Context: an optimization exercise on an open-source flow, tuned for small area. The choices shown serve that exercise and are no tape-out recipe.
The RTL was checked by simulation tests, not by an equivalence proof against the original design.
Power is estimated from default activity; no workload was simulated.

==> flow/design.v <==
`timescale 1ns/1ps
module apb_uart (
    input  wire        pclk,
    input  wire        presetn,
    input  wire [31:0] paddr,
    input  wire        psel,
    input  wire        penable,
    input  wire        pwrite,
    input  wire [31:0] pwdata,
    output reg  [31:0] prdata,
    output reg         pready,
    output reg  [31:0] baud_div,
    output reg         tx_start,
    output reg  [31:0] tx_data,
    output reg         rx_reset,
    input  wire [7:0]  rx_data,
    input  wire [4:0]  flags       
);
    reg [31:0] ctrl_reg;
    reg [4:0]  status_reg;
    wire acc    = psel & penable;
    wire a_hi   = ~|paddr[31:3];
    wire a_ctrl = a_hi & (paddr[2:0] == 3'd0);
    wire a_tx   = a_hi & (paddr[2:0] == 3'd2);
    wire a_baud = a_hi & (paddr[2:0] == 3'd4);
    wire wr = acc & pwrite;
    wire rd = acc & ~pwrite;
    wire lo_ok = a_hi & (paddr[2:0] <= 3'd4);
    wire s_c = presetn & a_hi & (paddr[2:0] == 3'd0);
    wire s_s = presetn & a_hi & (paddr[2:0] == 3'd1);
    wire s_t = presetn & a_hi & (paddr[2:0] == 3'd2);
    wire s_r = presetn & a_hi & (paddr[2:0] == 3'd3);
    wire s_b = presetn & a_hi & (paddr[2:0] == 3'd4);
    wire s_d = presetn & ~lo_ok;
    wire [31:0] rmux = ({32{s_c}} & ctrl_reg)
                     | ({32{s_t}} & tx_data)
                     | ({32{s_b}} & baud_div)
                     | ({32{s_d}} & 32'hDEAD_BEEF)
                     | {27'd0, {5{s_s}} & status_reg}
                     | {24'd0, {8{s_r}} & rx_data};
    wire        rst  = ~presetn;
    wire [31:0] wd   = pwdata & {32{presetn}};
    wire [31:0] wdb  = wd | ({32{rst}} & 32'd868);
    always @(posedge pclk) begin
        pready     <= presetn & acc;
        status_reg <= flags & {5{presetn}};
        tx_start   <= presetn & wr & a_ctrl & pwdata[0];
        rx_reset   <= presetn & wr & a_ctrl & pwdata[3];
        if (rst | (wr & a_ctrl)) ctrl_reg <= wd;
        if (rst | (wr & a_tx))   tx_data  <= wd;
        if (rst | (wr & a_baud)) baud_div <= wdb;
        if (rst | rd)            prdata   <= rmux;
    end
endmodule
`timescale 1ns/1ps
module uart_tx (
    input  wire        clk,
    input  wire        rst,
    input  wire [31:0] baud_div,
    input  wire        tx_start,
    input  wire [7:0]  tx_data,
    output reg         tx,
    output wire        tx_busy,
    output wire        tx_done
);
    reg [9:0]  sr;
    reg [31:0] cnt;
    reg        done, done_d;
    wire sending = |sr;
    wire last    = ~|sr[9:1];
    wire term    = (cnt == 32'd1);
    wire idle    = ~sending & ~done;
    wire [31:0] bit_len = {baud_div[31:2], baud_div[1] | ~|baud_div, baud_div[0]};
    always @(posedge clk) begin
        if (rst) begin
            sr     <= 10'd0;
            done   <= 1'b0;
            done_d <= 1'b0;
            tx     <= 1'b1;
        end else begin
            if (tx_start & idle)
                sr <= {1'b1, tx_data, 1'b0};
            else if (term)
                sr <= {1'b0, sr[9:1]};
            done   <= sending & last & term;
            done_d <= done;
            tx     <= sr[0] | last;
        end
    end
    always @(posedge clk)
        cnt <= (term | ~sending) ? bit_len : cnt - 32'd1;
    assign tx_busy = sending | done;
    assign tx_done = done_d;
endmodule
`timescale 1ns/1ps
module uart_rx (
    input  wire        clk,
    input  wire        rst,
    input  wire [31:0] baud_div,
    input  wire        rx_pin,
    output reg  [7:0]  rx_data,
    output wire        rx_done,
    output wire        rx_busy,
    output wire        rx_error
);
    localparam IDLE    = 3'd0;   
    localparam IDLE_FS = 3'd1;   
    localparam IDLE_AD = 3'd2;   
    localparam START   = 3'd5;
    localparam DATA    = 3'd7;   
    localparam DONE    = 3'd6;
    reg [2:0]  state;
    reg [31:0] cnt;
    reg [8:0]  sr;
    reg        bad;
    reg        rx_sync1, rx_sync2;
    wire term = (cnt == 32'd1);
    wire idle = ~state[2];
    always @(posedge clk) begin
        if (rst) begin
            rx_sync1 <= 1'b1;
            rx_sync2 <= 1'b1;
            state    <= IDLE;
            rx_data  <= 8'd0;
        end else begin
            rx_sync1 <= rx_pin;
            rx_sync2 <= rx_sync1;
            case (state)
                START:   if (term) state <= rx_sync2 ? IDLE_FS : DATA;
                DATA:    if (term & sr[0]) begin
                             state   <= DONE;
                             rx_data <= sr[8:1];
                         end
                DONE:    state <= IDLE_AD;
                default: state <= rx_sync2 ? IDLE : START;
            endcase
        end
    end
    always @(posedge clk) begin
        if (idle)
            cnt <= {1'b0, baud_div[31:1]};
        else if (term)
            cnt <= baud_div;
        else
            cnt <= cnt - 32'd1;
        if (state == START)
            sr <= 9'h100;
        else if (term)
            sr <= {rx_sync2, sr[8:1]};
        if ((state == DATA) & term & sr[0])
            bad <= ~rx_sync2;
    end
    assign rx_busy  = (state == START) | (state == DATA) | (state == DONE) | (state == IDLE_FS);
    assign rx_done  = (state == IDLE_AD);
    assign rx_error = bad & ((state == DONE) | (state == IDLE_AD));
endmodule
`timescale 1ns/1ps
module apb_uart_top (
    input  wire        pclk,
    input  wire        presetn,
    input  wire [31:0] paddr,
    input  wire        psel,
    input  wire        penable,
    input  wire        pwrite,
    input  wire [31:0] pwdata,
    output wire [31:0] prdata,
    output wire        pready,
    input  wire        uart_rx,
    output wire        uart_tx
);
    wire [31:0] baud_div;
    wire        tx_start;
    wire [31:0] tx_data;
    wire        tx_busy;
    wire        tx_done;
    wire        rx_reset;
    wire [7:0]  rx_data;
    wire        rx_done;
    wire        rx_busy;
    wire        rx_error;
    apb_uart u_apb (
        .pclk(pclk),
        .presetn(presetn),
        .paddr(paddr),
        .psel(psel),
        .penable(penable),
        .pwrite(pwrite),
        .pwdata(pwdata),
        .prdata(prdata),
        .pready(pready),
        .baud_div(baud_div),
        .tx_start(tx_start),
        .tx_data(tx_data),
        .rx_reset(rx_reset),
        .rx_data(rx_data),
        .flags({rx_error, tx_done, rx_done, tx_busy, rx_busy})
    );
    uart_tx u_tx (
        .clk(pclk),
        .rst(~presetn),
        .baud_div(baud_div),
        .tx_start(tx_start),
        .tx_data(tx_data[7:0]),
        .tx(uart_tx),
        .tx_busy(tx_busy),
        .tx_done(tx_done)
    );
    uart_rx u_rx (
        .clk(pclk),
        .rst(~presetn | rx_reset),
        .baud_div(baud_div),
        .rx_pin(uart_rx),
        .rx_data(rx_data),
        .rx_done(rx_done),
        .rx_busy(rx_busy),
        .rx_error(rx_error)
    );
endmodule
==> flow/config.mk <==
export PLATFORM = sky130hd
export DESIGN_NAME = apb_uart_top
export DESIGN_NICKNAME = apb_uart_top
export VERILOG_FILES = /design/flow/design.v
export SDC_FILE = /design/flow/constraint.sdc
export NUM_CORES = 4
export LEC_CHECK = 0
export CAP_MARGIN = 20
export CORE_MARGIN = 2
export CORE_UTILIZATION = 40
export SLEW_MARGIN = 20
==> flow/constraint.sdc <==
create_clock -name core_clock -period 5.0 [get_ports {pclk}]
set_input_delay 1.0000 -clock core_clock [delete_from_list [all_inputs] [get_ports {pclk}]]
set_output_delay 1.0000 -clock core_clock [all_outputs]
set_load 0.01 [all_outputs]
standard.sh (not shown) runs the stock make flow with config.mk's settings and CLKGATE_MAP_FILE= SYNTH_SCRIPT=/design/flow/synth_recipe.tcl, a recipe that flattens the netlist after the stock synthesis.
==> flow/flow/run.sh <==
#!/bin/bash
# Standard ORFS flow (standard.sh, unchanged synthesis) with two layout knobs:
#  - port buffers are the smallest buffer (buf_1) instead of the default pick;
#  - clock tree built from clkbuf_8 leaves of up to 20 sinks, without dummy loads.
set -euo pipefail
bash standard.sh \
  BUFFER_PORTS_ARGS="-buffer_cell sky130_fd_sc_hd__buf_1" \
  CTS_ARGS="-sink_clustering_enable -repair_clock_nets -buf_list sky130_fd_sc_hd__clkbuf_8 -sink_clustering_size 20 -sink_clustering_max_diameter 60 -dont_use_dummy_load" \
  finish > flow.log 2>&1
The first run completed with no timing, DRC or antenna violations.
==> next run, changes <==
==> flow/flow/run.sh (replaced) <==
#!/bin/bash
# Standard ORFS flow (standard.sh, unchanged synthesis) with two layout knobs:
#  - port buffers are the smallest buffer (buf_1) instead of the default pick;
#  - clock tree built from clkbuf_8 leaves of up to 16 sinks, without dummy loads.
set -euo pipefail
bash standard.sh \
  BUFFER_PORTS_ARGS="-buffer_cell sky130_fd_sc_hd__buf_1" \
  CTS_ARGS="-sink_clustering_enable -repair_clock_nets -buf_list sky130_fd_sc_hd__clkbuf_8 -sink_clustering_size 16 -sink_clustering_max_diameter 50 -dont_use_dummy_load" \
  finish > flow.log 2>&1
Critical path depth is unchanged.
Synthesized cell count stays the same.
Area after synthesis is unchanged.
Final cell count is higher slightly.
Setup slack loses 0.0065 ns.
Sequential power is about the same.

========
## run Y
Another version of the RTL of apb_uart_top (not shown whole).
Size in the first run: ~800 cells after synthesis, about 9800 µm² of cells after synthesis.
==> flow/design.v (excerpt) <==
module apb_uart_top (
    input  wire        pclk,
    input  wire        presetn,
    input  wire [31:0] paddr,
    input  wire        psel,
    input  wire        penable,
    input  wire        pwrite,
    input  wire [31:0] pwdata,
    output wire [31:0] prdata,
    output wire        pready,
    input  wire        uart_rx,
    output wire        uart_tx
);
clock: 5.0 ns
lec_check: 0
cap_margin: 20
core_margin: 2
core_utilization: 40
slew_margin: 20
synth_hierarchical: 1
synth_minimum_keep_size: 0
==> flow/flow/run.sh <==
#!/bin/bash
# Standard ORFS flow (standard.sh, unchanged synthesis) with two layout knobs:
#  - port buffers are the smallest buffer (buf_1) instead of the default pick;
#  - clock tree built from clkbuf_8 leaves of up to 16 sinks, without dummy loads.
set -euo pipefail
bash standard.sh \
  BUFFER_PORTS_ARGS="-buffer_cell sky130_fd_sc_hd__buf_1" \
  CTS_ARGS="-sink_clustering_enable -repair_clock_nets -buf_list sky130_fd_sc_hd__clkbuf_8 -sink_clustering_size 16 -sink_clustering_max_diameter 50 -dont_use_dummy_load" \
  finish > flow.log 2>&1
The following lists how run D was set up differently from run Y:
--- a/flow/flow/run.sh
+++ b/flow/flow/run.sh
@@ -4 +4 @@
-#  - clock tree built from clkbuf_8 leaves of up to 16 sinks, without dummy loads.
+#  - clock tree built from clkbuf_8 leaves of up to 16 sinks (a clkbuf_4 at the root), without dummy loads.
@@ -8 +8 @@
-  CTS_ARGS="-sink_clustering_enable -repair_clock_nets -buf_list sky130_fd_sc_hd__clkbuf_8 -sink_clustering_size 16 -sink_clustering_max_diameter 50 -dont_use_dummy_load" \
+  CTS_ARGS="-sink_clustering_enable -repair_clock_nets -buf_list sky130_fd_sc_hd__clkbuf_8 -root_buf sky130_fd_sc_hd__clkbuf_4 -sink_clustering_size 16 -sink_clustering_max_diameter 80 -dont_use_dummy_load" \
Findings:
Reported for run D and run Y, well tap count turned out identical to the last digit. Per the comparison of run D with run Y, met3 usage in global routing barely changed, sequential power barely changed, total non-filler cell area in the finished layout dropped about 0.66%, area of placed instances barely changed.

static timing again, ports no longer ideal:
How much do the figures lean on ideal ports? The routed layouts below were timed once more, with nothing changed but the port constraints. Step 1 assumes that a clkbuf_16 drives the clock port and a buf_2 every other input. Step 2 times the ports against the registers' clock, not the clock port: input delays grow and output delays shrink by t, the midpoint of the rising clock arrivals with the driver on. a / b / c = ideal / step 1 / step 2; a / b = the first two.
run | t, ns | setup WS [ns] | worst hold slack (ns) | worst register clock-pin slew, ns | cell pins on the clock port's net
the first run of note 1 | 0.572 | 1.632 / 1.655 / 1.083 | 0.422 / 0.422 / 0.422 | 0.12 / 0.12 | 1
the second run of note 1 | 0.576 | 1.626 / 1.648 / 1.072 | 0.414 / 0.414 / 0.414 | 0.10 / 0.10 | 1
run Y | 0.552 | 0.511 / 0.511 / 0.511 | 0.425 / 0.425 / 0.425 | 0.10 / 0.10 | 1
run D | 0.659 | 0.491 / 0.491 / 0.491 | 0.427 / 0.427 / 0.427 | 0.11 / 0.11 | 1
After both steps setup and hold are still met in every run listed. The setup slack of the second run of note 1, which loses most, moves by +0.022 ns with the drivers and by -0.554 ns with both steps.
